This is an optimization exercise on Yosys and OpenROAD, whose aim is small area and few clock cycles, not a production implementation.
RTL that was checked went through simulation tests only; none was proved equivalent to the original.
The clock port is modelled as an ideal driver, which makes a skipped or thinned clock tree look cheaper than it is; a real chip needs a root buffer or a tree.
Power and IR drop assume default switching activity.

==> flow/design.v (excerpt) <==
module data_pipe_nto1 #(
    parameter   DSIZE   = 8,
    parameter   NSIZE   = 8
)(
    input                           clock,
    input                           rst_n,
    input [DSIZE*NSIZE-1:0]         wr_data,
    input                           wr_vld,
    output logic                    wr_ready,
    output logic[DSIZE-1:0]         rd_data,
    output logic                    rd_vld,
    input                           rd_ready
);
For scale: ~78 I/O pins, ~2400 µm² of cells after synthesis.
Settings: LEC_CHECK=0, CAP_MARGIN=20, CORE_MARGIN=2, CORE_UTILIZATION=40, PLACE_DENSITY=0.6, SLEW_MARGIN=20; clock period 5.0 ns.
run.sh (not shown) runs the stock make flow with config.mk's settings and CLKGATE_MAP_FILE= SYNTH_SCRIPT=/design/flow/synth_recipe.tcl, a recipe that flattens the netlist after the stock synthesis.
Testbench counts at the start, summed over its fixed seeds: cycles 25,600.
Edit:
==> flow/flow/run.sh (new file) <==
#!/bin/bash
set -o pipefail
cp standard.sh standard_sh_copy.log
export BUFFER_PORTS_ARGS="-buffer_cell sky130_fd_sc_hd__buf_1"
bash standard.sh > standard.log 2>&1
==> flow/standard.sh (new file) <==
#!/bin/bash
# synth_recipe.tcl (not shown) runs the flow's synth.tcl, then flattens the netlist and writes it again
# the make line also repeats each setting of config.mk as NAME=value (left out here)
make -C /OpenROAD-flow-scripts/flow DESIGN_CONFIG=/design/flow/config.mk WORK_HOME=/design/flow/orfs CLKGATE_MAP_FILE= SYNTH_SCRIPT=/design/flow/synth_recipe.tcl "${@:-finish}"
removed: flow/run.sh
Result: Cell count rises by 0.35%. Total power shrinks by 0.41%. Die area does not change. Fmax rose by 15%. Flip-flop and latch count is unchanged. Count of clock-buffer cells in the layout does not change.

---

run E:
data_pipe_nto1, a different RTL version from the one above (not shown whole).
For scale: roughly 59 flip-flops, ~78 I/O pins, about 2200 um2 of cells after synthesis.
Design data_pipe_nto1, start of the top module:
module data_pipe_nto1 #(
    parameter   DSIZE   = 8,
    parameter   NSIZE   = 8
)(
    input                           clock,
    input                           rst_n,
    input [DSIZE*NSIZE-1:0]         wr_data,
    input                           wr_vld,
    output logic                    wr_ready,
    output logic[DSIZE-1:0]         rd_data,
    output logic                    rd_vld,
    input                           rd_ready
);
localparam CW = 3;    
logic [CW-1:0]              cnt;
logic [DSIZE*(NSIZE-1)-1:0] st;
logic                       empty;
logic [NSIZE-1:0]           oh;
assign empty    = (cnt == {CW{1'b0}});
assign wr_ready = empty && rd_ready && rst_n;
assign rd_vld   = !empty || (wr_vld && wr_ready);
genvar K;
generate for (K = 0; K < NSIZE; K++) begin : g_oh
    assign oh[K] = (cnt == K);
end endgenerate
byte_sel #(.DSIZE(DSIZE), .NSIZE(NSIZE)) u_sel (
    .oh     (oh),
    .din    ({st, wr_data[DSIZE*NSIZE-1 -: DSIZE]}),
    .dout   (rd_data)
);
logic [CW-1:0] cnt_nxt;
assign cnt_nxt[0] = empty ? (wr_vld && rd_ready) : (cnt[0] ^ rd_ready);
assign cnt_nxt[1] = empty ? (wr_vld && rd_ready) : (cnt[1] ^ (rd_ready && !cnt[0]));
  ...
export LEC_CHECK = 0
export CAP_MARGIN = 20
export CORE_MARGIN = 2
export CORE_UTILIZATION = 40
export PLACE_DENSITY = 0.6
export SLEW_MARGIN = 20
export SYNTH_HIERARCHICAL = 1
create_clock -name core_clock -period 5.0 [get_ports {clock}]
standard.sh (not shown) runs the stock make flow with config.mk's settings and CLKGATE_MAP_FILE= SYNTH_SCRIPT=/design/flow/synth_recipe.tcl, a recipe that flattens the netlist after the stock synthesis.
==> flow/flow/run.sh <==
#!/bin/bash
export BUFFER_PORTS_ARGS="-buffer_cell sky130_fd_sc_hd__buf_1"
export CTS_ARGS="-sink_clustering_enable -repair_clock_nets -dont_use_dummy_load"
bash standard.sh > standard.log 2>&1
Run E: done, clean on timing, DRC and antenna
Modified inputs, run D compared to run E
Settings: an added CTS_BUF_LIST of sky130_fd_sc_hd__clkbuf_4; an added CTS_CLUSTER_DIAMETER of 100; an added CTS_CLUSTER_SIZE of 30.
-- flow/flow/run.sh --
<<< run E, line 3
export CTS_ARGS="-sink_clustering_enable -repair_clock_nets -dont_use_dummy_load"
>>> run D, line 3
==> run summary <==
Run D ended with every stage complete and zero timing, DRC or antenna violations.
Going from run E to run D, compound-cell area share of the yosys netlist did not really move, final worst-path cycle share went up.
On wire length, run E and run D are basically level.
| critical path data arrival time | higher: run D |
Diff run E and run D: count of placed standard cells in the final layout, fillers left out higher in run D
Run E and run D ended up with nearly the same total routing resource utilization after global routing.
No functional check of the RTL was part of any run of this note.

---

data_pipe_nto1 again, from the RTL that the note above started with.
Settings: LEC_CHECK=0, CAP_MARGIN=20, CORE_MARGIN=2, CORE_UTILIZATION=40, PLACE_DENSITY=0.6, SLEW_MARGIN=20, SYNTH_HIERARCHICAL=1; clock period 5.0 ns.
==> flow/flow/run.sh <==
#!/bin/bash
export BUFFER_PORTS_ARGS="-buffer_cell sky130_fd_sc_hd__buf_1"
export CTS_ARGS="-sink_clustering_enable -repair_clock_nets -dont_use_dummy_load -sink_clustering_size 64 -sink_clustering_max_diameter 500 -buf_list sky130_fd_sc_hd__clkbuf_8 -root_buf sky130_fd_sc_hd__clkbuf_8"
bash standard.sh > standard.log 2>&1
Edit:
==> flow/flow/run.sh (replaced) <==
#!/bin/bash
export BUFFER_PORTS_ARGS="-buffer_cell sky130_fd_sc_hd__buf_1"
export CTS_ARGS="-sink_clustering_enable -repair_clock_nets -dont_use_dummy_load -sink_clustering_size 32 -sink_clustering_max_diameter 200 -sink_clustering_levels 1 -buf_list sky130_fd_sc_hd__clkbuf_4 -root_buf sky130_fd_sc_hd__clkbuf_4"
bash standard.sh > standard.log 2>&1
Worst hold slack got worse by 0.064 ns.
Global-route usage hardly moves.
Via count is higher by 0.35%.
Sequential cell count is unchanged.
Die area is unchanged.
Clock power went down by 28%.
Non-clock buffer count does not change.
Utilization went down by 1.0 points.
Fmax went down by 3.6%.
Final cell count does not change.
No functional check of the RTL was part of any run of this note.

---

Another version of the RTL of data_pipe_nto1 (not shown whole).
Size: ~78 I/O pins, ~0.0022 sq mm of cells after synthesis.
Settings: LEC_CHECK=0, CAP_MARGIN=20, CORE_MARGIN=2, CORE_UTILIZATION=40, PLACE_DENSITY=0.6, SLEW_MARGIN=20, SYNTH_HIERARCHICAL=1; clock period 5.0 ns.
==> flow/flow/run.sh <==
#!/bin/bash
export BUFFER_PORTS_ARGS="-buffer_cell sky130_fd_sc_hd__buf_1"
export CTS_ARGS="-sink_clustering_enable -repair_clock_nets -dont_use_dummy_load -sink_clustering_size 32 -sink_clustering_max_diameter 200 -sink_clustering_levels 1 -buf_list sky130_fd_sc_hd__clkbuf_4 -root_buf sky130_fd_sc_hd__clkbuf_4"
bash standard.sh > standard.log 2>&1
The starting point finished with timing, DRC and antenna clean.
==> next run, changes <==
==> flow/flow/run.sh (replaced) <==
#!/bin/bash
export BUFFER_PORTS_ARGS="-buffer_cell sky130_fd_sc_hd__buf_1"
export CTS_ARGS="-sink_clustering_enable -repair_clock_nets -dont_use_dummy_load -sink_clustering_size 32 -sink_clustering_max_diameter 200 -sink_clustering_levels 1 -buf_list sky130_fd_sc_hd__clkbuf_2 -root_buf sky130_fd_sc_hd__clkbuf_4"
bash standard.sh > standard.log 2>&1
Result: The new run completed with no timing, DRC or antenna violations; combinational power barely changes; non-clock buffer count stays the same; worst setup slack does not change; sequential cell count stays the same; wire length does not change; maximum frequency is unchanged; clock skew does not change; final area is unchanged; final cell count stays the same; area after synthesis stays the same; core utilization does not change.
Function was not checked in any run of this note: the RTL went through the layout flow alone.

---

data_pipe_nto1, a different RTL version from the one above (not shown whole).
Size in the first run: ~150 cells after synthesis, roughly 78 I/O pins, about 2000 um^2 of cells after synthesis.
clock: 5.0 ns
lec_check: 0
cap_margin: 0
core_margin: 2
core_utilization: 40
place_density: 0.6
slew_margin: 0
synth_hierarchical: 1
==> flow/flow/run.sh <==
#!/bin/bash
export BUFFER_PORTS_ARGS="-buffer_cell sky130_fd_sc_hd__buf_1"
export PRE_CTS_TCL="$PWD/flow/cts_pre.tcl"
export CLK_ROOT_MASTER=sky130_fd_sc_hd__clkbuf_4
export CLK_LEAF_MASTER=sky130_fd_sc_hd__clkbuf_4
export CLK_GROUPS=6
bash standard.sh > standard.log 2>&1
==> flow/flow/cts_pre.tcl <==
# Sourced by ORFS cts.tcl just before clock_tree_synthesis (PRE_CTS_TCL).
# The design has about 60 clock sinks in a small area, so the clock tree is
# built here as two levels: one root buffer driving a few leaf buffers, each
# leaf at the centroid of a near equal share of the sinks (split by position).
# Every register sees the same number of buffers on its clock path.
# This replaces clock_tree_synthesis for this run.

rename clock_tree_synthesis orfs_clock_tree_synthesis

proc cts_center { iterms } {
  set sx 0
  set sy 0
  foreach it $iterms {
    set bbox [[$it getInst] getBBox]
    set sx [expr { $sx + ([$bbox xMin] + [$bbox xMax]) / 2 }]
    set sy [expr { $sy + ([$bbox yMin] + [$bbox yMax]) / 2 }]
  }
  set n [llength $iterms]
  return [list [expr { $sx / $n }] [expr { $sy / $n }]]
}

proc cts_coord { it axis } {
  set bbox [[$it getInst] getBBox]
  if { $axis == "x" } {
    return [expr { ([$bbox xMin] + [$bbox xMax]) / 2 }]
  }
  return [expr { ([$bbox yMin] + [$bbox yMax]) / 2 }]
}

# split a list of sink pins into n groups of near equal size by position,
# halving the count each time and alternating between y and x
proc cts_split { iterms n axis } {
  if { $n <= 1 } {
    return [list $iterms]
  }
  set keyed {}
  foreach it $iterms {
    lappend keyed [list [cts_coord $it $axis] $it]
  }
  set sorted {}
  foreach k [lsort -integer -index 0 $keyed] {
    lappend sorted [lindex $k 1]
  }
  set n1 [expr { $n / 2 }]
  set n2 [expr { $n - $n1 }]
  set cut [expr { ([llength $sorted] * $n1 + $n / 2) / $n }]
  set next [expr { $axis == "x" ? "y" : "x" }]
  return [concat \
    [cts_split [lrange $sorted 0 [expr { $cut - 1 }]] $n1 $next] \
    [cts_split [lrange $sorted $cut end] $n2 $next]]
}

proc cts_add_buffer { block master name in_net out_net loc } {
  set buf [odb::dbInst_create $block $master $name]
  [$buf findITerm A] connect $in_net
  [$buf findITerm X] connect $out_net
  $buf setLocation [lindex $loc 0] [lindex $loc 1]
  $buf setPlacementStatus PLACED
  return $buf
}

proc clock_tree_synthesis { args } {
  set db [ord::get_db]
  set block [ord::get_db_block]
  set root_master [$db findMaster $::env(CLK_ROOT_MASTER)]
  set leaf_master [$db findMaster $::env(CLK_LEAF_MASTER)]
  set groups $::env(CLK_GROUPS)
  set clk [$block findNet clock]
  set sinks [$clk getITerms]
  puts "clock tree: [llength $sinks] sinks, $groups leaf buffers"

  set root_net [odb::dbNet_create $block clknet_0_clock]
  $root_net setSigType CLOCK
  set i 0
  foreach group [cts_split $sinks $groups y] {
    set leaf_net [odb::dbNet_create $block clknet_1_${i}_clock]
    $leaf_net setSigType CLOCK
    foreach it $group {
      $it disconnect
      $it connect $leaf_net
    }
    cts_add_buffer $block $leaf_master clkbuf_1_${i}_clock $root_net $leaf_net \
      [cts_center $group]
    incr i
  }
  cts_add_buffer $block $root_master clkbuf_0_clock $clk $root_net [cts_center $sinks]
  global_connect
  set_propagated_clock [all_clocks]
}
The baseline went through all stages and came out clean.
Testbench counts at the start, summed over its fixed seeds: cycles 25,600.
==> next run, changes <==
==> flow/flow/run.sh (replaced) <==
#!/bin/bash
export BUFFER_PORTS_ARGS="-buffer_cell sky130_fd_sc_hd__buf_1"
export PRE_CTS_TCL="$PWD/flow/cts_pre.tcl"
export CLK_ROOT_MASTER=sky130_fd_sc_hd__clkbuf_2
export CLK_LEAF_MASTER=sky130_fd_sc_hd__clkbuf_4
export CLK_GROUPS=5
bash standard.sh > standard.log 2>&1
The new run finished with timing, DRC and antenna clean; synthesized area does not change; sequential power is about the same; hold slack hardly moves; critical path depth is unchanged; clock skew stays flat; setup slack is worse by 0.022 ns; cell count drops by 0.33%.
No run of this note takes its clock network from TritonCTS; it comes from the design's own scripts or RTL.

==> afterwards: timing with drivers on the ports <==
No port has a modelled driver above. Below, the same layouts with a new extraction and two added sets of constraints.
Step 1 assumes that a clkbuf_16 drives the clock port and a buf_2 every other input.
Step 2 also shifts input and output timing later by t, the mid clock arrival at the registers, as if the neighbouring blocks saw the same clock.
Slacks: no drivers / after step 1 / after step 2; pairs: no drivers / after step 1.
| run | t (ns) | setup slack, ns | latest minus earliest clock arrival (ns) | worst data-port slew with drivers (ns) |
|---|---|---|---|---|
| the first run of note 1 | 0.352 | 1.251 / 1.227 / 1.439 | 0.005 / 0.005 | 0.05 |
| the second run of note 1 | 0.352 | 1.740 / 1.714 / 2.066 | 0.006 / 0.006 | 0.04 |
| run E | 0.350 | 1.694 / 1.668 / 2.017 | 0.020 / 0.019 | 0.04 |
| run D | 0.416 | 1.531 / 1.507 / 1.923 | 0.011 / 0.011 | 0.04 |
| the first run of note 3 | 0.350 | 1.694 / 1.668 / 2.017 | 0.020 / 0.019 | 0.04 |
| the second run of note 3 | 0.411 | 1.570 / 1.546 / 1.958 | 0.031 / 0.031 | 0.04 |
| the first run of note 4 | 0.401 | 1.616 / 1.592 / 1.993 | 0.022 / 0.022 | 0.04 |
| the second run of note 4 | 0.401 | 1.616 / 1.592 / 1.993 | 0.022 / 0.022 | 0.04 |
| the first run of note 5 | 0.390 | 2.259 / 2.234 / 2.382 | 0.007 / 0.007 | 0.04 |
| the second run of note 5 | 0.404 | 2.237 / 2.213 / 2.383 | 0.008 / 0.008 | 0.04 |
After both steps every run listed still meets setup and hold.
